From an optimization exercise on the open Yosys and OpenROAD flow, aimed at small area, a short achievable clock period and few clock cycles per item; shortcuts taken in it are not production practice.
The RTL was checked by simulation tests, not by an equivalence proof against the original design.

==> design/flow/design.v <==
module mdu_top(
  input  logic        clk,
  input  logic        rst,
  input  logic        mdu_in_valid,
  input  logic [2:0]  funct3,
  input  logic [31:0] mdu_in_1,
  input  logic [31:0] mdu_in_2,
  input  logic        cpu_busy,
  output logic [31:0] mdu_out,
  output logic        mdu_out_valid,
  output logic        mdu_busy,
  output logic        exception
);
  logic s_pend, s_mul, s_mcor, s_norm, s_div, s_dfix;
  logic vld;
  logic busy;
  logic [33:0] a;       
  logic [32:0] h;       
  logic [31:0] l;       
  logic        bp;      
  logic [5:0]  cnt;     
  logic [2:0]  op;
  logic        nneg;    
  logic        dneg;    
  logic        dzr;     
  logic        exc;
  logic [5:0]  nclz;    
  logic [5:0]  dclz;    
  logic        c_h, c_l, c_inv, c_b1, c_b2, c_binv, c_ci;
  logic        c_d1, c_d2, c_dinv;    
  assign mdu_out       = h[31:0];
  assign mdu_out_valid = vld;
  assign mdu_busy      = busy;
  assign exception     = exc;
  wire accept = mdu_in_valid & ~busy;
  wire div_signed = ~op[0];
  wire [36:0] a37 = {{3{a[33]}}, a};
  logic [36:0] add_a, add_b, add_c, cs_s, cs_c, sum;
  logic        sum_lsb;
  always_comb begin
    add_a = ({37{c_h}} & {{4{h[32]}}, h}) |
            ({37{c_l}} & {5'd0, l});
    add_a = add_a ^ {37{c_inv}};
    add_b = (({37{c_b1}} & a37) | ({37{c_b2}} & {a37[35:0], 1'b0})) ^ {37{c_binv}};
    add_c = (({37{c_d1}} & {a37[34:0], 2'b0}) | ({37{c_d2}} & {a37[33:0], 3'b0})) ^ {37{c_dinv}};
    cs_s = add_a ^ add_b ^ add_c;
    cs_c = {(add_a[35:0] & add_b[35:0]) | (add_a[35:0] & add_c[35:0]) | (add_b[35:0] & add_c[35:0]), c_ci};
    {sum, sum_lsb} = {cs_s, 1'b1} + {cs_c, c_dinv};
  end
  function automatic logic [5:0] clz32(input logic [31:0] x);
    logic [15:0] z1; logic [15:0] c1;
    logic [7:0]  z2; logic [1:0] c2 [8];
    logic [3:0]  z3; logic [2:0] c3 [4];
    logic [1:0]  z4; logic [3:0] c4 [2];
    logic        z5; logic [4:0] c5;
    for (int i = 0; i < 16; i++) begin
      z1[i] = ~(x[2*i+1] | x[2*i]);
      c1[i] = ~x[2*i+1];
    end
    for (int i = 0; i < 8; i++) begin
      z2[i] = z1[2*i+1] & z1[2*i];
      c2[i] = z1[2*i+1] ? {1'b1, c1[2*i]} : {1'b0, c1[2*i+1]};
    end
    for (int i = 0; i < 4; i++) begin
      z3[i] = z2[2*i+1] & z2[2*i];
      c3[i] = z2[2*i+1] ? {1'b1, c2[2*i]} : {1'b0, c2[2*i+1]};
    end
    for (int i = 0; i < 2; i++) begin
      z4[i] = z3[2*i+1] & z3[2*i];
      c4[i] = z3[2*i+1] ? {1'b1, c3[2*i]} : {1'b0, c3[2*i+1]};
    end
    z5 = z4[1] & z4[0];
    c5 = z4[1] ? {1'b1, c4[0]} : {1'b0, c4[1]};
    clz32 = z5 ? 6'd32 : {1'b0, c5};
  endfunction
  wire [5:0] dclz_in = clz32(mdu_in_2 ^ {32{mdu_in_2[31] & ~funct3[0]}});
  wire [6:0] kdiff = {1'b0, dclz} - {1'b0, nclz} + {6'd0, nneg};    
  wire [4:0] k = kdiff[4:0];
  wire [33:0] a_sh = a << k;
  wire ovf = dneg & (&a) & (l == 32'h80000000);
  wire q = ~sum[36];
  wire last_mul = (cnt[3:0] == 4'd1);
  wire last_div = (cnt == 6'd1);
  wire op_mulhu = (op[1:0] == 2'd3);
  wire fix_inv = div_signed & (op[1] ? nneg : (nneg ^ dneg));
  function automatic logic [2:0] booth(input logic b2, input logic b1, input logic b0);
    booth[0] = b1 ^ b0;
    booth[1] = (b2 & ~b1 & ~b0) | (~b2 & b1 & b0);
    booth[2] = b2 & ~(b1 & b0);
  endfunction
  wire go = accept & ~(vld & cpu_busy);           
  wire resume = s_pend & ~cpu_busy;
  wire norm_fix = dzr | kdiff[6];                 
  wire need_fix = dzr | fix_inv;                  
  logic n_mul, n_mcor, n_norm, n_div, n_dfix, n_pend;
  always_comb begin
    n_pend = (accept & vld & cpu_busy) | (s_pend & cpu_busy);
    n_mul  = (go & ~funct3[2]) | (resume & ~op[2]) | (s_mul & ~last_mul);
    n_mcor = s_mul & last_mul & op_mulhu & nneg;
    n_norm = (go & funct3[2]) | (resume & op[2]);
    n_div  = (s_norm & ~norm_fix) | (s_div & ~last_div);
    n_dfix = ((s_norm & norm_fix) | (s_div & last_div)) & need_fix;
  end
  logic [2:0] bn, bn2;
  always_comb begin
    if (!busy) begin
      bn  = booth(mdu_in_1[1], mdu_in_1[0], 1'b0);
      bn2 = booth(mdu_in_1[3], mdu_in_1[2], mdu_in_1[1]);
    end else if (s_pend) begin
      bn  = booth(l[1], l[0], 1'b0);
      bn2 = booth(l[3], l[2], l[1]);
    end else begin
      bn  = booth(l[5], l[4], l[3]);
      bn2 = booth(l[7], l[6], l[5]);
    end
  end
  wire nneg_n = busy ? nneg : (mdu_in_1[31] & ~funct3[0]);
  always_ff @(posedge clk or posedge rst) begin
    if (rst) begin
      s_pend <= 1'b0; s_mul <= 1'b0; s_mcor <= 1'b0;
      s_norm <= 1'b0; s_div <= 1'b0; s_dfix <= 1'b0;
      vld  <= 1'b0;
      busy <= 1'b0;
    end else begin
      s_pend <= n_pend; s_mul <= n_mul; s_mcor <= n_mcor;
      s_norm <= n_norm; s_div <= n_div; s_dfix <= n_dfix;
      busy <= n_pend | n_mul | n_mcor | n_norm | n_div | n_dfix;
      if ((s_mul & ~n_mul & ~n_mcor) | s_mcor | s_dfix |
          (((s_norm & norm_fix) | (s_div & last_div)) & ~need_fix)) vld <= 1'b1;
      else if (~cpu_busy & (~busy | s_pend))             vld <= 1'b0;
    end
  end
  always_ff @(posedge clk) begin
    c_h    <= (s_mul & n_mul) | n_mcor | n_div | (n_dfix & ~dzr & op[1]);
    c_l    <= n_norm | (n_dfix & (dzr ? op[1] : ~op[1]));
    c_inv  <= (n_norm & nneg_n) | (n_dfix & (dzr ? ~op[1] : fix_inv));
    c_b1   <= (n_mul & bn[0]) | n_mcor | n_div;
    c_b2   <= n_mul & bn[1];
    c_binv <= (n_mul & bn[2]) | (n_div & ~dneg);
    c_d1   <= n_mul & bn2[0];
    c_d2   <= n_mul & bn2[1];
    c_dinv <= n_mul & bn2[2];
    c_ci   <= (n_mul & bn[2]) | (n_div & ~dneg) | (n_norm & nneg_n) |
              (n_dfix & ~dzr & fix_inv);
  end
  always_ff @(posedge clk) begin
    if (!busy) begin
      l    <= mdu_in_1;
      a    <= {{2{mdu_in_2[31] & (funct3[2] ? ~funct3[0] : ~funct3[1])}}, mdu_in_2};
      op   <= funct3;
      nneg <= mdu_in_1[31] & (~funct3[0] | ~funct3[2]);
      dneg <= mdu_in_2[31] & ~funct3[0];
      dzr  <= (mdu_in_2 == 32'd0);
      nclz <= clz32(mdu_in_1 ^ {32{mdu_in_1[31] & ~funct3[0]}});
      dclz <= dclz_in[5] ? 6'd31 : dclz_in;
      bp   <= 1'b0;
      cnt  <= 6'd8;
    end
    if (s_mul) begin
      exc <= 1'b0;
      bp  <= l[3];
      l   <= {sum[3:0], l[31:4]};
      cnt <= cnt - 6'd1;
      if (last_mul && op[1:0] == 2'b00) h <= {1'b0, sum[3:0], l[31:4]};
      else                              h <= sum[36:4];
    end
    if (s_mcor) h <= sum[32:0];
    if (s_norm) begin
      exc <= dzr | ovf;
      h   <= {1'b0, sum[31:0]} & {33{~(kdiff[6] & ~op[1] & ~need_fix)}};
      if (!dzr) l <= 32'd0;
      a   <= a_sh;
      cnt <= {1'b0, k} + 6'd1;
    end
    if (s_div) begin
      if (last_div && !op[1] && !need_fix) h <= {1'b0, l[30:0], q};
      else if (q) h <= sum[32:0];
      l   <= {l[30:0], q};
      a   <= {a[33], a[33:1]};
      cnt <= cnt - 6'd1;
    end
    if (s_dfix) h <= sum[32:0];
  end
endmodule
==> design/flow/flow/run.sh <==
#!/bin/bash
# Standard ORFS layout with two changes to how it is made (the SDC is unchanged):
# - the port buffers that ORFS inserts at placement are plain buffers (buf_2)
#   instead of the delay cells buffer_ports picks by default;
# - the resizer is asked for extra setup margin (flow/margin.txt, in ns) so it
#   also repairs timing below the 10 ns constraint.
set -euo pipefail
MARGIN=$(cat flow/margin.txt)
bash standard.sh synth > synth.log 2>&1
bash standard.sh "BUFFER_PORTS_ARGS=-buffer_cell sky130_fd_sc_hd__buf_2" \
  "SETUP_SLACK_MARGIN=$MARGIN" finish > layout.log 2>&1
==> design/flow/flow/margin.txt <==
6.5
==> design/flow/standard.sh <==
#!/bin/bash
# synth_recipe.tcl (not shown) runs the flow's synth.tcl, then flattens the netlist and writes it again
# the make line also repeats each setting of config.mk as NAME=value (left out here)
make -C /OpenROAD-flow-scripts/flow DESIGN_CONFIG=/design/flow/config.mk WORK_HOME=/design/flow/orfs CLKGATE_MAP_FILE= SYNTH_SCRIPT=/design/flow/synth_recipe.tcl "${@:-finish}"
==> design/flow/config.mk <==
export PLATFORM = sky130hd
export DESIGN_NAME = mdu_top
export DESIGN_NICKNAME = mdu_top
export VERILOG_FILES = /design/flow/design.v
export SDC_FILE = /design/flow/constraint.sdc
export NUM_CORES = 4
export LEC_CHECK = 0
export ABC_AREA = 1
export CAP_MARGIN = 40
export CORE_MARGIN = 2
export CORE_UTILIZATION = 40
export SLEW_MARGIN = 20
==> design/flow/constraint.sdc <==
create_clock -name core_clock -period 10.0 [get_ports {clk}]
set_input_delay 2.0000 -clock core_clock [delete_from_list [all_inputs] [get_ports {clk}]]
set_output_delay 2.0000 -clock core_clock [all_outputs]
set_load 0.01 [all_outputs]
==> results.cfg, run 1 <==
[floorplanning]
die_w_um = 211
core_mm2 = 0.0420
die_h_um = 211
row_count = 75
die_area_mm2 = 0.0443
initial_core_util = 0.406
num_io_pins = 106

[routing]
detail_route.vias_per_cell = 5.84
wl_per_cell_um = 22.0
drtIter0Drc = 2454
dr.pass1.iters = 8
route.detailed.drc = 0
detail-route-antenna-nets = 0
via_count = 19700
wl_um = 74000

[setup_path]
critPathKind = flop to flop
crit_fanout = 9
cp.required_ps = 10390
arrival_ps = 4020
start_kind = flop
end_kind = flop

[global_routing]
first_global_vias = 18700
track_usage = 0.331
grt-ovfl-total = 0
grt_first_pass_wirelength_um = 111000
grt_max_degree = 69
antenna_found_initial = 2

[layout]
synthToLayoutAreaGrowth_pct = 23.3
fillers = 4325
utilization = 0.501
nets = 2978
drive_above_1_share = 0.219

[placed_design]
port_buffers = 105
dp_hpwl_um = 55600
gp_congestion = 1.01
place_ws_ps = 5410

[logic_synthesis]
synth-seq-cells = 141
mappedNetlistArea_mm2 = 0.0171
ys_top_cells_by_area = nand2_1 14%, edfxtp_1 10%, dfxtp_1 8.8%
yosysSeqAreaShare = 0.202
yosysMostFrequentCell = nand2_1
synth-async-reset-ratio = 0.0567
syn_inst = 2712
ys.flop_type = dfxtp_1
yosys-top-cells-count = 652 x nand2_1, 372 x inv_1, 233 x o21ai_0, 186 x nor2_1, 149 x a21oi_1
synth_top_area_share = 0.143
yosys_warnings = 7
yosysUniqueCellTypes = 65
syn_avg_cell_area_um2 = 6.29
synth_area_leader_cell = nand2_1
synth_edf_count = 58
syn_nets = 2876

[timing]
slew_headroom = 0.373
setup_tns_ps = 0
finalMaxSlewViolations = 0
rsz0062_at_grt = yes
period_minus_slack_ps = 3630
whs_ps = 551
layout_setup_ws_ps = 6370
skew_ps = 9.32
max_freq_mhz = 276
min_period_over_period = 0.363
report.final.setup_viol = 0
worst_pin_slew_ps = 939
hold_viol = 0

[clock_tree]
htreeDepth = 4
clk_latency_ps = 470
holdBufCountCts = 0
clock_path_buffers = 2
cts-root-buf = clkbuf_16
cts_made_buffers = 17
cts.sinks = 141
cts_tree = done
path_clk_slew_ps = 60

[run_status]
outcome = timing/DRC/antenna clean

[worst_hold_path]
hp-class = flop to flop

[job]
cap_violations = 0
-- stage by stage --
step	cells	instance area (um2)
5_1_grt	3366	21000
3_3_place_gp	3218	17700
4_1_cts	3335	20400
3_5_place_dp	3226	17900
2_1_floorplan	2712	17100
6_report	3367	21000
-- worst paths after layout --
check,start,to,slack (ps),cells after the start
setup / recovery,c_l$_DFF_P_,h[14]$_DFF_P_,6370,22
hold / removal,l[24]$_DFF_P_,l[20]$_DFF_P_,550,2
setup reg to reg,c_l$_DFF_P_,h[14]$_DFF_P_,6370,22
hold reg to reg,l[24]$_DFF_P_,l[20]$_DFF_P_,550,2
max in group asynchronous,rst,s_mul$_DFF_PP0_,8250,2
min in group asynchronous,rst,s_norm$_DFF_PP0_,1480,2
-- kinds of logic (layout without fill, tap and decap cells) --
| group | after synthesis | count (layout) | synth area share |
|---|---|---|---|
| buf+inv | 564 | 676 | 0.135 |
| fa+ha+maj | 93 | 93 | 0.0845 |
| other cells | 0 | 1 | 0 |
| xor+xnor | 130 | 130 | 0.0676 |
| flops | 141 | 141 | 0.202 |
| compound gates | 662 | 662 | 0.226 |
| simple gates | 1102 | 1105 | 0.274 |
| mux | 20 | 20 | 0.0117 |
-- metal layers --
metal	GRT usage	up-vias	wire length [um]
met5	0	-	0
met4	0.198	0	4480
met3	0.0626	190	7170
met2	0.500	1109	32000
met1	0.438	9196	30400
li1	-	9181	-
-- timing repair --
| action | 4_1_cts | 5_1_grt |
|---|---|---|
| setup buffers | 70 | 28 |
| setup endpoints to repair | 74 | 66 |
| pin swaps | 44 | 35 |
| gates cloned | 7 | 3 |
| hold endpoints to repair | 0 | 0 |
| gates resized for setup | 338 | 116 |
-- flip-flops by register name, summed over array words and instances, names as in the netlist, 3 cells and up --
signal	flops
a	34
h	33
l	32
cnt	6
nclz	6
dclz	5
op	3
-- worst max-delay path, stage by stage, from the launching register on --
cell,delay (ps)
dfxtp_2,340
clkinvlp_4,90
buf_12,160
buf_12,160
buf_8,130
o22ai_4,190
xor2_1,120
fa_1,500
inv_2,50
ha_4,300
nand2_4,70
nor2_4,130
nand2_2,90
a21oi_2,150
nor2_4,70
nand2_1,70
nand2_2,80
nand3_4,140
nand3_4,190
buf_6,230
nor2_2,90
nor2_2,50
a21oi_2,140
-- cell usage in the layout, fill, tap and decap left out, types with 14 or more instances in the layout --
cell / count
nand2_1: 597
inv_1: 324
o21ai_0: 178
nor2_1: 160
nand3_1: 127
a21oi_1: 123
xor2_1: 111
o22ai_1: 102
buf_2: 102
buf_4: 96
dfxtp_1: 70
inv_2: 63
edfxtp_1: 58
nand2_2: 47
o21ai_1: 44
a22oi_1: 39
fa_1: 36
nor3_1: 34
o21ai_2: 30
ha_4: 29
a21oi_2: 26
ha_1: 26
nand4_1: 21
o211ai_1: 20
mux2i_1: 20
nor2_2: 19
clkbuf_16: 19
o221ai_1: 17
o31ai_1: 17
nor2_4: 15
buf_12: 15
or2_2: 14
-- final cells by class --
class	count	area [um2]	area share
multi-input combinational	2010	12800	0.608
timing repair buffer	236	1940	0.0920
timing repair inverter	2	17.5	0.000832
antenna	1	2.50	0.000119
sequential	141	3460	0.164
clock inverter	6	35.0	0.00166
clock buffer	26	514	0.0244
inverter	406	1600	0.0760
tap	539	674	0.0320
Testbench counts, summed over its fixed seeds: cycles 18,533, ops 2,400.
==> run 2: changes to the inputs <==
==> design/flow/flow/margin.txt (replaced) <==
5.5
==> results.cfg, run 2 <==
[timing]
report.final.setup_viol = 0
min_period_over_period = 0.430
skew_ps = 18.1
slew_headroom = 0.380
layout_setup_ws_ps = 5700
period_minus_slack_ps = 4300
setup_tns_ps = 0
max_freq_mhz = 232
finalMaxSlewViolations = 0
rsz0062_at_grt = no
worst_pin_slew_ps = 921
hold_viol = 0

[routing]
wl_um = 69000
wl_per_cell_um = 21.1
detail_route.vias_per_cell = 5.73
route.detailed.drc = 0
drtIter0Drc = 2479
dr.pass1.iters = 6
via_count = 18700
detail-route-antenna-nets = 0

[job]
cap_violations = 0

[worst_hold_path]
hp-class = flop to flop

[logic_synthesis]
synth_xor_area_frac = 0.0676
ys_top_cells_by_area = nand2_1 14%, edfxtp_1 10%, dfxtp_1 8.8%
mappedNetlistArea_mm2 = 0.0171
synth_top_family_by_area = simple AND/OR/NAND/NOR gates
synth_compound_area_frac = 0.226
yosysSeqAreaShare = 0.202
synthMuxAreaShare = 0.0117
yosysMostFrequentCell = nand2_1
yosysUniqueCellTypes = 65
synth_area_leader_cell = nand2_1
syn_avg_cell_area_um2 = 6.29
synth-async-reset-ratio = 0.0567
synth_simple_gate_area_share = 0.274
ys.flop_type = dfxtp_1
yosys_warnings = 7
syn_nets = 2876
synth-seq-cells = 141
yosys-top-cells-count = 652 x nand2_1, 372 x inv_1, 233 x o21ai_0, 186 x nor2_1, 149 x a21oi_1
synth_top_area_share = 0.143
synth_fa_ha_area_frac = 0.0845
syn_inst = 2712
synth_edf_count = 58

[layout]
regMostFlops = a
layout_commonest_cell = nand2_1
diodes = 0
synthToLayoutAreaGrowth_pct = 8.77
fillers = 4538
nets = 2880
mostFrequentLayoutCells = 652 x nand2_1, 369 x inv_1, 224 x o21ai_0, 186 x nor2_1, 148 x a21oi_1
largest_register_ffs = 34
post_layout_nonfiller_instances = 3268
stdcell_area_mm2 = 0.0186
top_regs = a: 34 flops, h: 33 flops, l: 32 flops
drive_above_1_share = 0.0931

[floorplanning]
num_io_pins = 106
core_mm2 = 0.0420
die_area_mm2 = 0.0443
initial_core_util = 0.406
die_h_um = 211
row_count = 75
die_w_um = 211

[placed_design]
dp_hpwl_um = 54500
port_buffers = 105
place_area_mm2 = 0.0178
dp_cells = 3228
gp_congestion = 1.01
place_ws_ps = 5250

[clock_tree]
htreeDepth = 4
cts.sinks = 141
cts_made_buffers = 17
cts-root-buf = clkbuf_16
holdBufCountCts = 0
path_clk_slew_ps = 70
clk_latency_ps = 490
cts_tree = done
clock_path_buffers = 2

[run_status]
outcome = timing/DRC/antenna clean

[global_routing]
grt-busiest-layer = met2
grt_max_degree = 69
met2_usage = 0.493
antenna_found_initial = 1
grt_first_pass_wirelength_um = 105000
gr-usage-met3 = 0.0517
grt-ovfl-total = 0
grt_util_met1 = 0.424
first_global_vias = 17500
track_usage = 0.311

[setup_path]
end_kind = flop
crit_fanout = 15
cp.required_ps = 10420
start_kind = flop
critPathKind = flop to flop
arrival_ps = 4720
-- run 2: area by class of cell --
| type | count | area [um2] | area share |
|---|---|---|---|
| Timing Repair inverter | 1 | 7.51 | 0.000404 |
| Timing Repair Buffer | 142 | 887 | 0.0478 |
| Multi-Input combinational cell | 2007 | 11400 | 0.613 |
| Clock inverter | 11 | 163 | 0.00876 |
| Sequential cell | 141 | 3450 | 0.186 |
| Clock buffer | 21 | 472 | 0.0254 |
| Inverter | 406 | 1540 | 0.0827 |
| Tap cell | 539 | 674 | 0.0363 |
-- run 2: routing by layer --
layer,vias up,share of wire
met5,-,0.00012
met1,8659,0.43
li1,8981,-
met2,961,0.45
met4,2,0.034
met3,119,0.088
-- run 2: what timing repair did --
| item | in CTS | in global routing |
|---|---|---|
| buffers inserted | 5 | 0 |
| endpoints found under the setup margin | 24 | 32 |
| cloned | 1 | 0 |
| pin swaps | 1 | 0 |
| resized for setup | 10 | 12 |
-- run 2: logic make-up after synthesis --
kind of cell / count (synthesis)
AO/OA/AOI/OAI: 662
XOR/XNOR: 130
adder cells (fa/ha/maj): 93
buffers and inverters: 564
flip-flops: 141
multiplexers: 20
AND/OR/NAND/NOR: 1102
-- run 2: worst paths after layout --
path / from / end / slack (ps) / cells after the start
worst max register to register: c_l$_DFF_P_ / h[12]$_DFF_P_ / 5700 / 20
min in group asynchronous: rst / busy$_DFF_PP0_ / 1470 / 2
worst min-delay path: l[23]$_DFF_P_ / l[19]$_DFF_P_ / 550 / 2
worst min register to register: l[23]$_DFF_P_ / l[19]$_DFF_P_ / 550 / 2
max in group asynchronous: rst / s_mul$_DFF_PP0_ / 8260 / 2
worst max-delay path: c_l$_DFF_P_ / h[12]$_DFF_P_ / 5700 / 20
-- run 2: metrics by stage --
| stage | hold WS, ps | util |
|---|---|---|
| after floorplan | 503 | - |
| after global placement | 529 | 0.420 |
| after detailed placement | 529 | 0.423 |
| after CTS | 548 | 0.440 |
| after global routing | 568 | 0.442 |
| final | 548 | 0.442 |
-- run 2: critical path: stages, from the launching register on --
cell        delay [ps]
dfxtp_2            410
clkinvlp_4         180
buf_6              190
o21ai_0            470
xor2_1             160
fa_1               500
inv_1               40
ha_1               370
a21oi_1            210
o21ai_1            100
nand2_1             90
a21oi_1             60
nor2_1             180
nand2_1             80
nand2_1            120
nand2_1            150
nor2_4             280
nand2_2            150
nand2_4            250
nand2_1             80
a21oi_1            150
==> run 3: changes to the inputs <==
==> design/flow/flow/margin.txt (replaced) <==
6
--- a/design/flow/config.mk
+++ b/design/flow/config.mk
@@ -11,2 +11,3 @@
 export CORE_UTILIZATION = 40
+export CTS_BUF_LIST = sky130_fd_sc_hd__clkbuf_4 sky130_fd_sc_hd__clkbuf_8
 export SLEW_MARGIN = 20
==> results.cfg, run 3 <==
[timing]
min_period_over_period = 0.388
max_freq_mhz = 257
setup_tns_ps = 0
slew_headroom = 0.433
report.final.setup_viol = 0
skew_ps = 18.2
worst_pin_slew_ps = 843
finalMaxSlewViolations = 0
period_minus_slack_ps = 3880
hold_viol = 0
rsz0062_at_grt = yes

[placed_design]
dp_hpwl_um = 54500
gp_congestion = 1.01
port_buffers = 105

[logic_synthesis]
mappedNetlistArea_mm2 = 0.0171
syn_inst = 2712
ys.flop_type = dfxtp_1
synth_area_leader_cell = nand2_1
yosys_warnings = 7
yosysSeqAreaShare = 0.202
yosys-top-cells-count = 652 x nand2_1, 372 x inv_1, 233 x o21ai_0, 186 x nor2_1, 149 x a21oi_1
synth-async-reset-ratio = 0.0567
synth_top_area_share = 0.143
yosysMostFrequentCell = nand2_1
syn_avg_cell_area_um2 = 6.29
yosysUniqueCellTypes = 65
ys_top_cells_by_area = nand2_1 14%, edfxtp_1 10%, dfxtp_1 8.8%
syn_nets = 2876
synth_edf_count = 58
synth-seq-cells = 141

[layout]
top_regs = a: 34 flops, h: 33 flops, l: 32 flops
nets = 2909
largest_register_ffs = 34
regMostFlops = a
diodes = 0
drive_above_1_share = 0.128
synthToLayoutAreaGrowth_pct = 11.2
layout_commonest_cell = nand2_1
mostFrequentLayoutCells = 647 x nand2_1, 355 x inv_1, 208 x o21ai_0, 182 x nor2_1, 143 x a21oi_1
utilization = 0.451

[clock_tree]
cts_made_buffers = 17
clock_path_buffers = 2
cts_tree = done
path_clk_slew_ps = 90
htreeDepth = 4
clk_latency_ps = 540
cts.sinks = 141
cts-root-buf = clkbuf_8

[setup_path]
slowest_stage = fa_1
crit_fanout = 13
reg2regPathDepth = 20
arrival_ps = 4330
end_kind = flop
crit_cells = 20
cp_num_buf_inv = 6
cp.required_ps = 10450
rr_endpoint = h[30]$_DFF_P_
reg2reg_from = c_l$_DFF_P_
max_stage_delay_ps = 500
critPathKind = flop to flop
path_delay_family = simple AND/OR/NAND/NOR gates
start_kind = flop
ff2ff_setup_slack_ps = 6120
path_cells = clkinvlp_4 -> buf_8 -> o21ai_1 -> xor2_1 -> fa_1 -> inv_1 -> ha_1 -> nand2_1 -> nor2_1 -> inv_1 -> nor3_1 -> nand2_2 -> nand3_1 -> nand2_2 -> inv_1 -> nor2_1 -> a21oi_1 -> nand3_1 -> nand2_1 -> inv_1
crit_top_cell = inv_1

[floorplanning]
row_count = 75
die_area_mm2 = 0.0443
initial_core_util = 0.406
num_io_pins = 106
die_h_um = 211
die_w_um = 211
core_mm2 = 0.0420

[routing]
via_count = 19100
wl_um = 69900
dr.pass1.iters = 6
drtIter0Drc = 2630
routed.top_layer = met4
detail_route.vias_per_cell = 5.78
wl_met1_um = 29600
wl_met3_um = 6230
detail-route-antenna-nets = 0
wl_per_cell_um = 21.2
wl_met2_um = 31200
route.detailed.drc = 0

[worst_hold_path]
holdPathEnd = l[16]$_DFF_P_
min_from = l[20]$_DFF_P_
hp-class = flop to flop
holdPathStages = 2

[global_routing]
grt_first_pass_wirelength_um = 105000
grt_max_degree = 69
antenna_found_initial = 0
grt-ovfl-total = 0
first_global_vias = 17500
track_usage = 0.310

[job]
cap_violations = 0

[run_status]
outcome = timing/DRC/antenna clean
==> run 3: cell types whose count changed in the layout (fill, tap and decap cells not counted), sizes merged <==
cell      previous run  this run
buf                142       168
bufinv               4         5
clkbuf              21        20
clkinv              13         9
clkinvlp             4         9
inv                397       396
nand2              659       660
nand3              143       144
nor2               193       194
==> run 3: cells by family after synthesis <==
| group | after synthesis | share of synthesized area |
|---|---|---|
| adders and majority gates | 93 | 0.0845 |
| xor gates and xnor gates | 130 | 0.0676 |
| DFF | 141 | 0.202 |
| muxes | 20 | 0.0117 |
| AOI/OAI and AO/OA | 662 | 0.226 |
| buffers and inverters | 564 | 0.135 |
| and+or+nand+nor | 1102 | 0.274 |
==> run 3: metrics by stage <==
| step | hold slack (ps) | area (um2) | std cells | setup WS (ps) |
|---|---|---|---|---|
| 5_1_grt | 574 | 19000 | 3297 | 5850 |
| 3_3_place_gp | 529 | 17700 | 3219 | 5060 |
| 2_1_floorplan | 503 | 17100 | 2712 | 6410 |
| 3_5_place_dp | 529 | 17800 | 3228 | 5250 |
| 6_report | 553 | 19000 | 3297 | 6120 |
| 4_1_cts | 550 | 18400 | 3268 | 6010 |
==> run 3: timing repair <==
action,in CTS,in global routing
setup buffers,6,26
hold buffers,0,0
setup endpoints to repair,38,56
resized for setup,37,97
pin swaps,4,10
gates cloned,2,2
==> run 3: how the worst max path moves through the flow <==
stage | startpoint | end | slack (ps)
2_1_floorplan | mdu_in_2[31] | dclz[0]$_SDFFCE_PP1N_ | 6410
3_3_place_gp | c_l$_DFF_P_ | h[9]$_DFF_P_ | 5060
3_5_place_dp | c_l$_DFF_P_ | h[9]$_DFF_P_ | 5250
4_1_cts | funct3[0] | nclz[0]$_SDFFCE_PP0N_ | 6010
5_1_grt | c_l$_DFF_P_ | h[30]$_DFF_P_ | 5850
6_report | c_l$_DFF_P_ | h[30]$_DFF_P_ | 6120
==> run 3: final cells by class <==
type	instances	area, um2
Tap cell	539	674
Timing Repair Buffer	168	1100
Clock buffer	20	263
Clock inverter	12	193
Inverter	406	1560
Timing Repair inverter	1	7.51
Multi-Input combinational cell	2010	11700
Sequential cell	141	3460
Fill cell	4533	23100
==> run 3: per-layer routing <==
metal / track usage / vias to the layer above
li1: - / 9028
met1: 0.426 / 8859
met2: 0.492 / 1028
met3: 0.0445 / 148
met4: 0.120 / 0
met5: 0 / -
==> run 3: worst register-to-register path, cell delays in order (launching register included) <==
cell and delay [ps]:
dfxtp_4 400, clkinvlp_4 160, buf_8 210, o21ai_1 320, xor2_1 130, fa_1 500
inv_1 50, ha_1 340, nand2_1 110, nor2_1 300, inv_1 110, nor3_1 220
nand2_2 130, nand3_1 120, nand2_2 150, inv_1 110, nor2_1 40, a21oi_1 170
nand3_1 90, nand2_1 100, inv_1 40
==> run 4: changes to the inputs <==
--- a/design/flow/config.mk
+++ b/design/flow/config.mk
@@ -12,2 +12,3 @@
 export CTS_BUF_LIST = sky130_fd_sc_hd__clkbuf_4 sky130_fd_sc_hd__clkbuf_8
+export PLACE_DENSITY = 0.8
 export SLEW_MARGIN = 20
==> results.cfg, run 4 <==
[logic_synthesis]
yosysSeqAreaShare = 0.202
synth_area_leader_cell = nand2_1
yosysMostFrequentCell = nand2_1
mappedNetlistArea_mm2 = 0.0171
yosysUniqueCellTypes = 65
synth-async-reset-ratio = 0.0567
ys.flop_type = dfxtp_1
yosys_warnings = 7
synth-seq-cells = 141
syn_avg_cell_area_um2 = 6.29
synth_edf_count = 58
yosys-top-cells-count = 652 x nand2_1, 372 x inv_1, 233 x o21ai_0, 186 x nor2_1, 149 x a21oi_1
syn_nets = 2876
syn_inst = 2712
synth_top_area_share = 0.143
ys_top_cells_by_area = nand2_1 14%, edfxtp_1 10%, dfxtp_1 8.8%

[clock_tree]
cts_tree = done
htreeDepth = 4
cts_made_buffers = 17
clock_path_buffers = 2
path_clk_slew_ps = 90
cts-root-buf = clkbuf_8
holdBufCountCts = 0
clk_latency_ps = 500
cts.sinks = 141

[setup_path]
reg2reg_from = c_l$_DFF_P_
start_kind = flop
crit_fanout = 8
end_kind = flop
reg2regPathDepth = 21
ff2ff_setup_slack_ps = 6090
arrival_ps = 4290
cp.required_ps = 10370
crit_end = h[16]$_DFF_P_
critPathKind = flop to flop
rr_endpoint = h[16]$_DFF_P_
crit_start = c_l$_DFF_P_

[routing]
drtIter0Drc = 3117
via_count = 19400
detail_route.vias_per_cell = 5.91
route.detailed.drc = 0
detail-route-antenna-nets = 0
wl_per_cell_um = 19.7
wl_um = 64700
dr.pass1.iters = 9

[layout]
utilization = 0.448
ff_latch_area_mm2 = 0.00345
mostFrequentLayoutCells = 641 x nand2_1, 361 x inv_1, 207 x o21ai_0, 180 x nor2_1, 146 x a21oi_1
nets = 2895
regMostFlops = a
drive_above_1_share = 0.121
layout_commonest_cell = nand2_1
fillers = 4201
multiInputGateArea_mm2 = 0.0116
largest_register_ffs = 34
synthToLayoutAreaGrowth_pct = 10.5
top_regs = a: 34 flops, h: 33 flops, l: 32 flops
stdcell_area_mm2 = 0.0189

[run_status]
outcome = timing/DRC/antenna clean

[global_routing]
antenna_found_initial = 2
grt_first_pass_wirelength_um = 97000
track_usage = 0.281
grt-ovfl-total = 0
first_global_vias = 17000
grt_max_degree = 70

[timing]
slew_headroom = 0.336
hold_viol = 0
worst_pin_slew_ps = 993
finalMaxSlewViolations = 0
layout_setup_ws_ps = 6090
max_freq_mhz = 256
period_minus_slack_ps = 3910
report.final.setup_viol = 0
skew_ps = 15.4
setup_tns_ps = 0
rsz0062_at_grt = yes
min_period_over_period = 0.391

[floorplanning]
die_h_um = 211
die_w_um = 211
die_area_mm2 = 0.0443
num_io_pins = 106
core_mm2 = 0.0420
row_count = 75
initial_core_util = 0.406

[placed_design]
place_ws_ps = 5250
port_buffers = 105
gp_congestion = 1.06
dp_hpwl_um = 48900
place_area_mm2 = 0.0178

[worst_hold_path]
hp-class = flop to flop

[job]
cap_violations = 0
run 4: worst min-delay path by stage:
stage                  start            end  slack (ps)  depth (start not counted)
6_report       l[22]$_DFF_P_  l[18]$_DFF_P_         570                          2
4_1_cts        l[11]$_DFF_P_   l[7]$_DFF_P_         550                          2
2_1_floorplan  l[20]$_DFF_P_  l[16]$_DFF_P_         500                          2
5_1_grt        l[11]$_DFF_P_   l[7]$_DFF_P_         560                          2
3_5_place_dp   l[11]$_DFF_P_   l[7]$_DFF_P_         530                          2
3_3_place_gp   l[20]$_DFF_P_  l[16]$_DFF_P_         520                          2
run 4: metrics by stage:
stage | cells | hold WS (ps)
floorplan | 2712 | 503
global route | 3284 | 564
CTS | 3260 | 552
finish | 3284 | 569
global placement | 3216 | 519
detailed placement | 3223 | 531
run 4: metal layers:
metal,part of all wire,global-route usage,wire length [um]
met3,0.12,0.0553,8080
met4,0.056,0.141,3610
met1,0.39,0.381,25200
met5,0,0,0
met2,0.43,0.425,27800
run 4: worst max-delay path, cell delays in order, from the launching register on:
cell and delay [ps]:
dfxtp_2 370, clkinvlp_4 150, buf_12 180, buf_6 150
o22ai_4 210, xor2_2 110, fa_1 490, inv_1 40
ha_1 350, a21oi_1 190, o21ai_1 110, nand2_1 70
nand3_1 120, nor2_2 180, nand2_1 70, nand2_1 130
nand3_4 190, nand3_4 220, nand2_8 100, clkbuf_4 210
nand2_1 70, nand3_1 80
run 4: cell families (layout without fill, tap and decap cells):
group	Yosys count	after routing	synth area share
adder cells (fa/ha/maj)	93	93	0.0845
AND/OR/NAND/NOR	1102	1103	0.274
buffers and inverters	564	595	0.135
multiplexers	20	20	0.0117
XOR/XNOR	130	130	0.0676
AO/OA/AOI/OAI	662	662	0.226
flip-flops	141	141	0.202
other	0	1	0
run 4: cell type report:
type / instances / area share
timing repair inverter: 1 / 0.000265
inverter: 406 / 0.0832
sequential: 141 / 0.183
multi-input combinational: 2008 / 0.617
timing repair buffer: 156 / 0.0599
tap: 539 / 0.0358
antenna: 1 / 0.000133
clock buffer: 19 / 0.0135
clock inverter: 13 / 0.00743
run 4: repair_timing:
item / CTS / global route
endpoints found under the setup margin: 36 / 44
buffers inserted: 4 / 19
resized for setup: 22 / 100
pin swaps: 2 / 8
gates cloned: 1 / 4
==> run 5: changes to the inputs <==
==> design/flow/flow/margin.txt (replaced) <==
6.25
--- a/design/flow/config.mk
+++ b/design/flow/config.mk
@@ -12,3 +12,3 @@
 export CTS_BUF_LIST = sky130_fd_sc_hd__clkbuf_4 sky130_fd_sc_hd__clkbuf_8
-export PLACE_DENSITY = 0.8
+export PLACE_DENSITY = 0.7
 export SLEW_MARGIN = 20
==> results.cfg, run 5 <==
[floorplanning]
core_mm2 = 0.0420
die_w_um = 211
num_io_pins = 106
initial_core_util = 0.406
row_count = 75
die_h_um = 211
die_area_mm2 = 0.0443

[logic_synthesis]
yosys_warnings = 7
synth_top_area_share = 0.143
mappedNetlistArea_mm2 = 0.0171
synth-async-reset-ratio = 0.0567
yosysUniqueCellTypes = 65
synth_edf_count = 58
synth_area_leader_cell = nand2_1
yosysMostFrequentCell = nand2_1
ys.flop_type = dfxtp_1
yosysSeqAreaShare = 0.202
yosys-top-cells-count = 652 x nand2_1, 372 x inv_1, 233 x o21ai_0, 186 x nor2_1, 149 x a21oi_1
syn_inst = 2712
ys_top_cells_by_area = nand2_1 14%, edfxtp_1 10%, dfxtp_1 8.8%
synth-seq-cells = 141
syn_avg_cell_area_um2 = 6.29
syn_nets = 2876

[clock_tree]
cts_made_buffers = 17
cts-root-buf = clkbuf_8
htreeDepth = 4
cts_tree = done
clk_latency_ps = 520
clock_path_buffers = 2
path_clk_slew_ps = 90
cts.sinks = 141
holdBufCountCts = 0

[worst_hold_path]
holdPathEnd = l[18]$_DFF_P_
hp-class = flop to flop
min_from = l[22]$_DFF_P_
holdPathStages = 2

[setup_path]
cp_num_buf_inv = 4
cp.required_ps = 10450
critPathKind = flop to flop
ff2ff_setup_slack_ps = 6300
start_kind = flop
rr_endpoint = h[27]$_DFF_P_
reg2reg_from = c_h$_DFF_P_
end_kind = flop
arrival_ps = 4150
path_delay_family = simple AND/OR/NAND/NOR gates
max_stage_delay_ps = 530
crit_fanout = 8
path_cells = buf_12 -> clkinvlp_4 -> o22ai_4 -> xor2_2 -> fa_1 -> inv_2 -> ha_4 -> a21oi_4 -> o21ai_2 -> nand2_1 -> nand3_2 -> nor2_4 -> nand3_4 -> nand3_4 -> nand3_4 -> buf_6 -> nor2_2 -> nand2_1 -> a21oi_1
reg2regPathDepth = 19
crit_top_cell = nand3_4
slowest_stage = fa_1

[placed_design]
gp_congestion = 1.02
dp_cells = 3224
dp_hpwl_um = 54600
port_buffers = 105

[layout]
top_regs = a: 34 flops, h: 33 flops, l: 32 flops
regMostFlops = a
largest_register_ffs = 34
synthToLayoutAreaGrowth_pct = 20.6
multiInputGateArea_mm2 = 0.0126
drive_above_1_share = 0.215
nets = 2971
fillers = 4349
utilization = 0.490
layout_commonest_cell = nand2_1
ff_latch_area_mm2 = 0.00348
mostFrequentLayoutCells = 599 x nand2_1, 314 x inv_1, 196 x o21ai_0, 167 x nor2_1
post_layout_nonfiller_instances = 3362

[timing]
skew_ps = 21.1
setup_tns_ps = 0
period_minus_slack_ps = 3700
slew_headroom = 0.393
rsz0062_at_grt = yes
hold_viol = 0
finalMaxSlewViolations = 0
worst_pin_slew_ps = 909
min_period_over_period = 0.370
report.final.setup_viol = 0
max_freq_mhz = 270

[routing]
via_count = 20000
detail-route-antenna-nets = 0
wl_um = 73500
route.detailed.drc = 0
detail_route.vias_per_cell = 5.94
dr.pass1.iters = 6
drtIter0Drc = 2359
wl_per_cell_um = 21.9

[global_routing]
grt_first_pass_wirelength_um = 106000
grt-ovfl-total = 0
first_global_vias = 18100
antenna_found_initial = 2
grt_max_degree = 69
track_usage = 0.315

[job]
cap_violations = 0

[run_status]
outcome = timing/DRC/antenna clean
## run 5: per-layer routing
layer / up-vias / share of wire / routed length (um) / GRT usage
li1: 9166 / - / - / -
met1: 9405 / 0.40 / 29800 / 0.420
met2: 1202 / 0.44 / 32100 / 0.487
met3: 210 / 0.11 / 8080 / 0.0690
met4: 0 / 0.049 / 3620 / 0.145
met5: - / 0 / 0 / 0
## run 5: stage by stage
| step | hold slack, ps | setup slack [ps] | cell area [um2] |
|---|---|---|---|
| after detailed placement | 524 | 5020 | 17800 |
| after global placement | 515 | 5170 | 17700 |
| final | 549 | 6300 | 20600 |
| after global routing | 569 | 6150 | 20600 |
| after CTS | 543 | 6250 | 18700 |
| after floorplan | 503 | 6410 | 17100 |
## run 5: cell families (layout without fill, tap and decap cells)
logic type	after synthesis	in the layout	share of synthesized area
AOI/OAI and AO/OA	662	662	0.226
xor gates and xnor gates	130	130	0.0676
adders and majority gates	93	93	0.0845
buffers and inverters	564	668	0.135
DFF	141	141	0.202
muxes	20	20	0.0117
other	0	3	0
and+or+nand+nor	1102	1106	0.274
## run 5: final cells by class
| cell class | instances | share of cell area |
|---|---|---|
| Clock buffer | 18 | 0.0117 |
| Clock inverter | 14 | 0.00699 |
| Multi-Input combinational cell | 2011 | 0.614 |
| Sequential cell | 141 | 0.169 |
| Antenna cell | 3 | 0.000365 |
| Timing Repair inverter | 4 | 0.00207 |
| Timing Repair Buffer | 226 | 0.0823 |
| Tap cell | 539 | 0.0328 |
| Inverter | 406 | 0.0805 |
## run 5: how the worst max path moves through the flow
stage / startpoint / cells past startpoint / end / slack (ps)
after floorplan: mdu_in_2[31] / 12 / dclz[0]$_SDFFCE_PP1N_ / 6410
after global placement: c_b2$_DFF_P_ / 20 / h[9]$_DFF_P_ / 5170
after detailed placement: c_b1$_DFF_P_ / 20 / h[10]$_DFF_P_ / 5020
after CTS: a[0]$_DFFE_PP_ / 21 / h[24]$_DFF_P_ / 6250
after global routing: c_h$_DFF_P_ / 21 / h[10]$_DFF_P_ / 6150
final: c_h$_DFF_P_ / 19 / h[27]$_DFF_P_ / 6300
## run 5: timing repair
item                                   CTS  global route
setup buffers                           20            69
endpoints found under the hold margin    0             0
gates resized for setup                115           308
gates cloned                             8             5
setup endpoints to repair               51            59
pin swaps                                7            30
## run 5: worst min-delay path: stages, from the launching register on
cell     delay, ps
dfxtp_1        340
a22oi_1         80
o22ai_1         90
==> run 6: changes to the inputs <==
==> design/flow/flow/margin.txt (replaced) <==
6
--- a/design/flow/config.mk
+++ b/design/flow/config.mk
@@ -14 +14,2 @@
 export SLEW_MARGIN = 20
+export TNS_END_PERCENT = 10
==> results.cfg, run 6 <==
[run_status]
outcome = timing/DRC/antenna clean

[logic_synthesis]
synth_top_area_share = 0.143
syn_nets = 2876
yosys-top-cells-count = 652 x nand2_1, 372 x inv_1, 233 x o21ai_0, 186 x nor2_1, 149 x a21oi_1
yosysUniqueCellTypes = 65
ys_top_cells_by_area = nand2_1 14%, edfxtp_1 10%, dfxtp_1 8.8%
mappedNetlistArea_mm2 = 0.0171
syn_inst = 2712
yosys_warnings = 7
yosysMostFrequentCell = nand2_1
synth-async-reset-ratio = 0.0567
yosysSeqAreaShare = 0.202
syn_avg_cell_area_um2 = 6.29
synth-seq-cells = 141
synth_area_leader_cell = nand2_1
ys.flop_type = dfxtp_1
synth_edf_count = 58

[setup_path]
start_kind = flop
path_cells = ha_1 -> inv_1 -> ha_1 -> fa_1 -> buf_4 -> clkinvlp_4 -> buf_16 -> or2_2 -> o21ai_0 -> o21ai_0 -> or2_2 -> o21ai_0 -> o221ai_1
reg2regPathDepth = 13
crit_fanout = 30
cp.required_ps = 10220
max_stage_delay_ps = 540
crit_top_cell = o21ai_0
arrival_ps = 4200
end_kind = flop
critPathKind = flop to flop
slowest_stage = fa_1
crit_cells = 13
path_delay_family = adder cells
cp_num_buf_inv = 4

[clock_tree]
cts-root-buf = clkbuf_8
cts_made_buffers = 17
holdBufCountCts = 0
cts_tree = done
htreeDepth = 4
clock_path_buffers = 2
clk_latency_ps = 520
path_clk_slew_ps = 80
cts.sinks = 141

[routing]
wl_per_cell_um = 21.6
dr.pass1.iters = 7
route.detailed.drc = 0
detail-route-antenna-nets = 0
wl_um = 71100
detail_route.vias_per_cell = 5.90
drtIter0Drc = 2413
via_count = 19400

[layout]
largest_register_ffs = 34
synthToLayoutAreaGrowth_pct = 9.69
mostFrequentLayoutCells = 650 x nand2_1, 340 x inv_1, 221 x o21ai_0, 182 x nor2_1, 144 x a21oi_1
post_layout_nonfiller_instances = 3291
top_regs = a: 34 flops, h: 33 flops, l: 32 flops
drive_above_1_share = 0.122
nets = 2900
layout_commonest_cell = nand2_1
utilization = 0.445
regMostFlops = a

[floorplanning]
initial_core_util = 0.406
die_w_um = 211
num_io_pins = 106
die_h_um = 211
die_area_mm2 = 0.0443
row_count = 75
core_mm2 = 0.0420

[placed_design]
port_buffers = 105
dp_hpwl_um = 54600
place_ws_ps = 5020
gp_congestion = 1.02
dp_cells = 3224

[global_routing]
grt_max_degree = 69
grt-ovfl-total = 0
grt_first_pass_wirelength_um = 104000
first_global_vias = 17800
antenna_found_initial = 1
track_usage = 0.307

[timing]
worst_pin_slew_ps = 890
rsz0062_at_grt = yes
layout_setup_ws_ps = 6030
slew_headroom = 0.406
finalMaxSlewViolations = 0
max_freq_mhz = 252
skew_ps = 18.5
min_period_over_period = 0.397
period_minus_slack_ps = 3970
hold_viol = 0
setup_tns_ps = 0
report.final.setup_viol = 0

[worst_hold_path]
hp-class = flop to flop
holdPathStages = 2

[job]
cap_violations = 0
==> run 6: cell counts after synthesis <==
No cell type changed its count.
==> run 6: routing by layer <==
| layer | up-vias | wire length, um | track usage |
|---|---|---|---|
| li1 | 9026 | - | - |
| met1 | 9091 | 29200 | 0.407 |
| met2 | 1113 | 31100 | 0.478 |
| met3 | 172 | 7830 | 0.0670 |
| met4 | 2 | 3020 | 0.142 |
| met5 | - | 13 | 0 |
==> run 6: worst paths after layout <==
check	startpoint	endpoint	slack [ps]
min reg2reg	l[24]$_DFF_P_	l[20]$_DFF_P_	540
max in group asynchronous	rst	s_mul$_DFF_PP0_	8290
min	l[24]$_DFF_P_	l[20]$_DFF_P_	540
max reg2reg	nclz[0]$_SDFFCE_PP0N_	a[28]$_DFFE_PP_	6030
min in group asynchronous	rst	s_div$_DFF_PP0_	1420
max	nclz[0]$_SDFFCE_PP0N_	a[28]$_DFFE_PP_	6030
==> run 6: kinds of logic (layout without fill, tap and decap cells) <==
| kind of cell | count (synthesis) | after routing | synth area share |
|---|---|---|---|
| other | 0 | 3 | 0 |
| AO/OA/AOI/OAI | 662 | 662 | 0.226 |
| buffers and inverters | 564 | 597 | 0.135 |
| AND/OR/NAND/NOR | 1102 | 1106 | 0.274 |
| flip-flops | 141 | 141 | 0.202 |
| adder cells (fa/ha/maj) | 93 | 93 | 0.0845 |
| multiplexers | 20 | 20 | 0.0117 |
| XOR/XNOR | 130 | 130 | 0.0676 |
==> run 6: worst reg2reg max path: stages (launching register included) <==
cell and delay (ps):
edfxtp_1 430, ha_1 300, inv_1 40, ha_1 210
fa_1 540, buf_4 320, clkinvlp_4 270, buf_16 200
or2_2 300, o21ai_0 100, o21ai_0 170, or2_2 310
o21ai_0 320, o221ai_1 200
==> run 6: cell type report <==
cell class,count,area (um2)
tap,539,674
fill,4477,23300
timing repair inverter,4,27.5
multi-input combinational,2011,11500
clock buffer,18,241
sequential,141,3470
inverter,406,1590
timing repair buffer,155,1050
antenna,3,7.51
clock inverter,14,144
==> run 6: through the flow <==
stage	instance area, um2	hold WS, ps
2_1_floorplan	17100	503
3_3_place_gp	17700	515
5_1_grt	18700	568
6_report	18700	543
3_5_place_dp	17800	524
4_1_cts	18200	543
==> run 6: repair_timing <==
item                       in CTS  in global routing
setup endpoints to repair      36                 48
pin swaps                       1                  7
resized for setup              20                 90
gates cloned                    1                  9
setup buffers                   0                 21
==> run 7: changes to the inputs <==
==> design/flow/flow/margin.txt (replaced) <==
5.8
--- a/design/flow/config.mk
+++ b/design/flow/config.mk
@@ -14,2 +14 @@
 export SLEW_MARGIN = 20
-export TNS_END_PERCENT = 10
==> results.cfg, run 7 <==
[setup_path]
start_kind = flop
crit_fanout = 30
arrival_ps = 4280
cp.required_ps = 10220
critPathKind = flop to flop
ff2ff_setup_slack_ps = 5940
reg2reg_from = nclz[0]$_SDFFCE_PP0N_
rr_endpoint = a[28]$_DFFE_PP_
end_kind = flop
reg2regPathDepth = 13

[layout]
largest_register_ffs = 34
nets = 2878
mostFrequentLayoutCells = 652 x nand2_1, 366 x inv_1, 225 x o21ai_0, 184 x nor2_1, 147 x a21oi_1
stdcell_area_mm2 = 0.0184
ff_latch_area_mm2 = 0.00345
fillers = 4511
layout_commonest_cell = nand2_1
top_regs = a: 34 flops, h: 33 flops, l: 32 flops
multiInputGateArea_mm2 = 0.0114
regMostFlops = a
drive_above_1_share = 0.0983
synthToLayoutAreaGrowth_pct = 7.73

[clock_tree]
htreeDepth = 4
cts_tree = done
holdBufCountCts = 0
cts_made_buffers = 17
cts.sinks = 141
clk_latency_ps = 520
path_clk_slew_ps = 80
cts-root-buf = clkbuf_8
clock_path_buffers = 2

[logic_synthesis]
synth_compound_area_frac = 0.226
yosys-top-cells-count = 652 x nand2_1, 372 x inv_1, 233 x o21ai_0, 186 x nor2_1, 149 x a21oi_1
syn_avg_cell_area_um2 = 6.29
synth_area_leader_cell = nand2_1
synthMuxAreaShare = 0.0117
syn_nets = 2876
ys.flop_type = dfxtp_1
synth_fa_ha_area_frac = 0.0845
synth-seq-cells = 141
yosysSeqAreaShare = 0.202
yosysUniqueCellTypes = 65
synth_top_family_by_area = simple AND/OR/NAND/NOR gates
synth-async-reset-ratio = 0.0567
syn_inst = 2712
ys_top_cells_by_area = nand2_1 14%, edfxtp_1 10%, dfxtp_1 8.8%
yosys_warnings = 7
mappedNetlistArea_mm2 = 0.0171
synth_top_area_share = 0.143
synth_simple_gate_area_share = 0.274
synth_xor_area_frac = 0.0676
synth_edf_count = 58
yosysMostFrequentCell = nand2_1

[run_status]
outcome = timing/DRC/antenna clean

[timing]
max_freq_mhz = 246
slew_headroom = 0.401
setup_tns_ps = 0
hold_viol = 0
rsz0062_at_grt = no
period_minus_slack_ps = 4060
min_period_over_period = 0.406
skew_ps = 22.9
worst_pin_slew_ps = 898
report.final.setup_viol = 0
finalMaxSlewViolations = 0

[routing]
route.detailed.drc = 0
wl_per_cell_um = 21.3
drtIter0Drc = 2396
dr.pass1.iters = 8
wl_um = 69600
via_count = 19300
detail-route-antenna-nets = 0
detail_route.vias_per_cell = 5.89

[global_routing]
antenna_found_initial = 2
grt-ovfl-total = 0
grt_max_degree = 69
first_global_vias = 17700
track_usage = 0.307
grt_first_pass_wirelength_um = 104000

[floorplanning]
die_h_um = 211
row_count = 75
die_w_um = 211
die_area_mm2 = 0.0443
core_mm2 = 0.0420
initial_core_util = 0.406
num_io_pins = 106

[worst_hold_path]
holdPathEnd = l[20]$_DFF_P_
hp-class = flop to flop
min_from = l[24]$_DFF_P_
holdPathStages = 2

[job]
cap_violations = 0

[placed_design]
port_buffers = 105
dp_hpwl_um = 54600
place_area_mm2 = 0.0178
gp_congestion = 1.02
[run 7: metal layers]
| metal | up-vias | part of all wire | track usage |
|---|---|---|---|
| met1 | 9025 | 0.41 | 0.408 |
| met4 | 6 | 0.042 | 0.138 |
| li1 | 8970 | - | - |
| met2 | 1099 | 0.44 | 0.478 |
| met3 | 164 | 0.11 | 0.0644 |
| met5 | - | 0.00066 | 0 |
[run 7: worst max-delay path by stage]
| stage | to | start | slack [ps] | cells after the start |
|---|---|---|---|---|
| floorplan | dclz[0]$_SDFFCE_PP1N_ | mdu_in_2[31] | 6410 | 12 |
| finish | a[28]$_DFFE_PP_ | nclz[0]$_SDFFCE_PP0N_ | 5940 | 13 |
| detailed placement | h[10]$_DFF_P_ | c_b1$_DFF_P_ | 5020 | 20 |
| CTS | h[12]$_DFF_P_ | c_h$_DFF_P_ | 5810 | 20 |
| global placement | h[9]$_DFF_P_ | c_b2$_DFF_P_ | 5170 | 20 |
| global route | h[12]$_DFF_P_ | a[18]$_DFFE_PP_ | 5740 | 21 |
[run 7: critical path, cell delays in order (launching register included)]
cell	delay [ps]
edfxtp_1	430
ha_1	300
inv_1	40
ha_1	210
fa_1	540
buf_4	310
inv_1	290
buf_16	240
or2_2	290
o21ai_0	100
o21ai_0	170
or2_2	310
o21ai_0	320
o221ai_1	210
[run 7: layout make-up]
class                           count  area share
Clock buffer                       18      0.0131
Timing Repair Buffer              138      0.0471
Antenna cell                        3    0.000408
Timing Repair inverter              1    0.000340
Tap cell                          539      0.0367
Multi-Input combinational cell   2009       0.622
Clock inverter                     14     0.00783
Inverter                          406      0.0845
Sequential cell                   141       0.188
[run 7: logic make-up (layout without fill, tap and decap cells)]
family / Yosys count / count (layout)
fa+ha+maj: 93 / 93
mux: 20 / 20
flops: 141 / 141
simple gates: 1102 / 1104
other cells: 0 / 3
buf+inv: 564 / 577
xor+xnor: 130 / 130
compound gates: 662 / 662
[run 7: through the flow]
| step | utilization | std cells | setup WS, ps | hold WS (ps) |
|---|---|---|---|---|
| 6_report | 0.437 | 3269 | 5940 | 544 |
| 5_1_grt | 0.437 | 3266 | 5740 | 568 |
| 4_1_cts | 0.433 | 3256 | 5810 | 543 |
| 3_5_place_dp | 0.423 | 3224 | 5020 | 524 |
| 3_3_place_gp | 0.420 | 3219 | 5170 | 515 |
| 2_1_floorplan | - | 2712 | 6410 | 503 |
[run 7: repair_timing]
item | in CTS | in global routing
gates resized for setup | 11 | 38
setup buffers | 0 | 6
pin swaps | 0 | 5
setup endpoints to repair | 34 | 35
gates cloned | 0 | 3
==> run 8: changes to the inputs <==
==> design/flow/flow/margin.txt (replaced) <==
6
==> results.cfg, run 8 <==
[run_status]
outcome = timing/DRC/antenna clean

[routing]
via_count = 19500
wl_um = 71100
route.detailed.drc = 0
detail_route.vias_per_cell = 5.93
wl_per_cell_um = 21.6
drtIter0Drc = 2468
dr.pass1.iters = 7
detail-route-antenna-nets = 0

[placed_design]
dp_hpwl_um = 54600
gp_congestion = 1.02
port_buffers = 105
place_ws_ps = 5020

[layout]
top_regs = a: 34 flops, h: 33 flops, l: 32 flops
fillers = 4479
nets = 2905
mostFrequentLayoutCells = 647 x nand2_1, 332 x inv_1, 220 x o21ai_0, 179 x nor2_1, 142 x a21oi_1
synthToLayoutAreaGrowth_pct = 10.3
largest_register_ffs = 34
drive_above_1_share = 0.132
layout_commonest_cell = nand2_1
regMostFlops = a

[floorplanning]
die_w_um = 211
row_count = 75
core_mm2 = 0.0420
die_area_mm2 = 0.0443
initial_core_util = 0.406
die_h_um = 211
num_io_pins = 106

[logic_synthesis]
ys_top_cells_by_area = nand2_1 14%, edfxtp_1 10%, dfxtp_1 8.8%
synth_edf_count = 58
yosysUniqueCellTypes = 65
syn_inst = 2712
yosysMostFrequentCell = nand2_1
yosys-top-cells-count = 652 x nand2_1, 372 x inv_1, 233 x o21ai_0, 186 x nor2_1, 149 x a21oi_1
syn_nets = 2876
synth-seq-cells = 141
mappedNetlistArea_mm2 = 0.0171
yosysSeqAreaShare = 0.202
syn_avg_cell_area_um2 = 6.29
synth-async-reset-ratio = 0.0567
ys.flop_type = dfxtp_1
yosys_warnings = 7
synth_top_area_share = 0.143
synth_area_leader_cell = nand2_1

[timing]
skew_ps = 23.1
setup_tns_ps = 0
rsz0062_at_grt = yes
finalMaxSlewViolations = 0
hold_viol = 0
report.final.setup_viol = 0
period_minus_slack_ps = 3870
min_period_over_period = 0.387
layout_setup_ws_ps = 6130
max_freq_mhz = 258
worst_pin_slew_ps = 876
slew_headroom = 0.415

[setup_path]
arrival_ps = 4090
crit_start = nclz[0]$_SDFFCE_PP0N_
cp_num_buf_inv = 4
critPathKind = flop to flop
cp.required_ps = 10220
path_cells = ha_1 -> inv_1 -> ha_1 -> fa_1 -> buf_6 -> clkinvlp_4 -> buf_16 -> or2_2 -> o21ai_0 -> o21ai_0 -> or2_2 -> o21ai_0 -> o221ai_1
crit_fanout = 30
start_kind = flop
end_kind = flop
reg2reg_from = nclz[0]$_SDFFCE_PP0N_
slowest_stage = fa_1
max_stage_delay_ps = 560
path_delay_family = adder cells
crit_top_cell = o21ai_0

[clock_tree]
cts-root-buf = clkbuf_8
clk_latency_ps = 520
cts_made_buffers = 17
path_clk_slew_ps = 80
cts.sinks = 141
htreeDepth = 4
clock_path_buffers = 2
cts_tree = done

[global_routing]
first_global_vias = 17800
grt_first_pass_wirelength_um = 104000
grt-ovfl-total = 0
track_usage = 0.307
grt_max_degree = 69
antenna_found_initial = 1

[worst_hold_path]
hp-class = flop to flop
min_from = l[24]$_DFF_P_

[job]
cap_violations = 0
run 8: cell count changes in the layout (fill, tap and decap cells not counted), moves of 6 or more:
cell / delta
inv_1: -34
nor2_2: +6
dfxtp_1: -7
inv_2: +26
buf_4: +17
clkinvlp_4: +8
run 8: area by class of cell:
class                      count  area, um2  area share
multi-input combinational   2011      11600       0.615
sequential                   141       3470       0.185
inverter                     406       1600      0.0848
timing repair buffer         160       1090      0.0580
tap                          539        674      0.0358
clock buffer                  18        241      0.0128
clock inverter                14        144     0.00764
timing repair inverter         4       27.5     0.00146
antenna                        1       2.50    0.000133
run 8: routing by layer:
metal	vias to the layer above	track usage	wire, um
met5	-	0	27
met4	4	0.142	3280
met3	201	0.0670	7840
met2	1154	0.478	31000
met1	9142	0.407	28900
li1	9037	-	-
run 8: stage by stage:
stage	area, um2	hold WS [ps]	std cells	util
after floorplan	17100	503	2712	-
after global placement	17700	515	3219	0.420
after detailed placement	17800	524	3224	0.423
after CTS	18200	543	3257	0.434
after global routing	18800	569	3293	0.448
final	18800	548	3294	0.448
run 8: worst register-to-register path, delay by kind of cell (launching register included):
family,cells,cell delay [ps]
buf+inv,4,710
fa+ha+maj,3,1070
simple gates,2,600
compound gates,4,780
flops,1,430
run 8: cells by family after synthesis:
group           count (synthesis)  share of synthesized area
simple gates                 1102                      0.274
compound gates                662                      0.226
buf+inv                       564                      0.135
flops                         141                      0.202
xor+xnor                      130                     0.0676
fa+ha+maj                      93                     0.0845
mux                            20                     0.0117
run 8: path summary, 6_finish.rpt:
kind                            slack (ps)  cells past startpoint               to
worst max-delay path                  6130                     13  a[28]$_DFFE_PP_
max in group asynchronous             8290                      2  s_mul$_DFF_PP0_
worst max register to register        6130                     13  a[28]$_DFFE_PP_
worst min-delay path                   550                      2    l[20]$_DFF_P_
worst min register to register         550                      2    l[20]$_DFF_P_
min in group asynchronous             1440                      2  s_div$_DFF_PP0_
run 8: repair_timing:
item | in CTS | in global routing
hold buffers | 0 | 0
buffers inserted | 0 | 26
resized for setup | 22 | 114
endpoints found under the setup margin | 36 | 48
pin swaps | 1 | 8
cloned | 1 | 9

-- what the ideal ports hide --
How much do the figures lean on ideal ports? The routed layouts below were timed once more, with nothing changed but the port constraints.
Step 1, drivers: a clkbuf_16 drives clk and a buf_2 each remaining input, both assumed.
Step 2 also shifts input and output timing later by t, the mid clock arrival at the registers, as if the neighbouring blocks saw the same clock.
Slacks: ideal / step 1 / step 2; pairs: ideal / step 1.
run	t (ns)	slack for setup (ns)	worst hold slack (ns)	worst setup path at the end	worst slew at a driven data input, ns
run 1	0.514	6.372 / 6.372 / 5.976	0.551 / 0.551 / 0.551	input to register	0.07
run 2	0.531	5.698 / 5.698 / 5.343	0.548 / 0.548 / 0.548	input to register	0.04
run 3	0.581	6.115 / 6.115 / 5.584	0.553 / 0.553 / 0.553	input to register	0.04
run 4	0.536	6.087 / 6.087 / 5.680	0.569 / 0.569 / 0.569	input to register	0.04
run 5	0.566	6.302 / 6.302 / 5.824	0.549 / 0.549 / 0.549	input to register	0.04
run 6	0.568	6.026 / 6.026 / 5.495	0.543 / 0.543 / 0.543	input to register	0.04
run 7	0.559	5.939 / 5.939 / 5.493	0.544 / 0.544 / 0.544	input to register	0.04
run 8	0.556	6.127 / 6.127 / 5.635	0.548 / 0.548 / 0.548	input to register	0.04
After both steps every run listed still meets setup and hold.
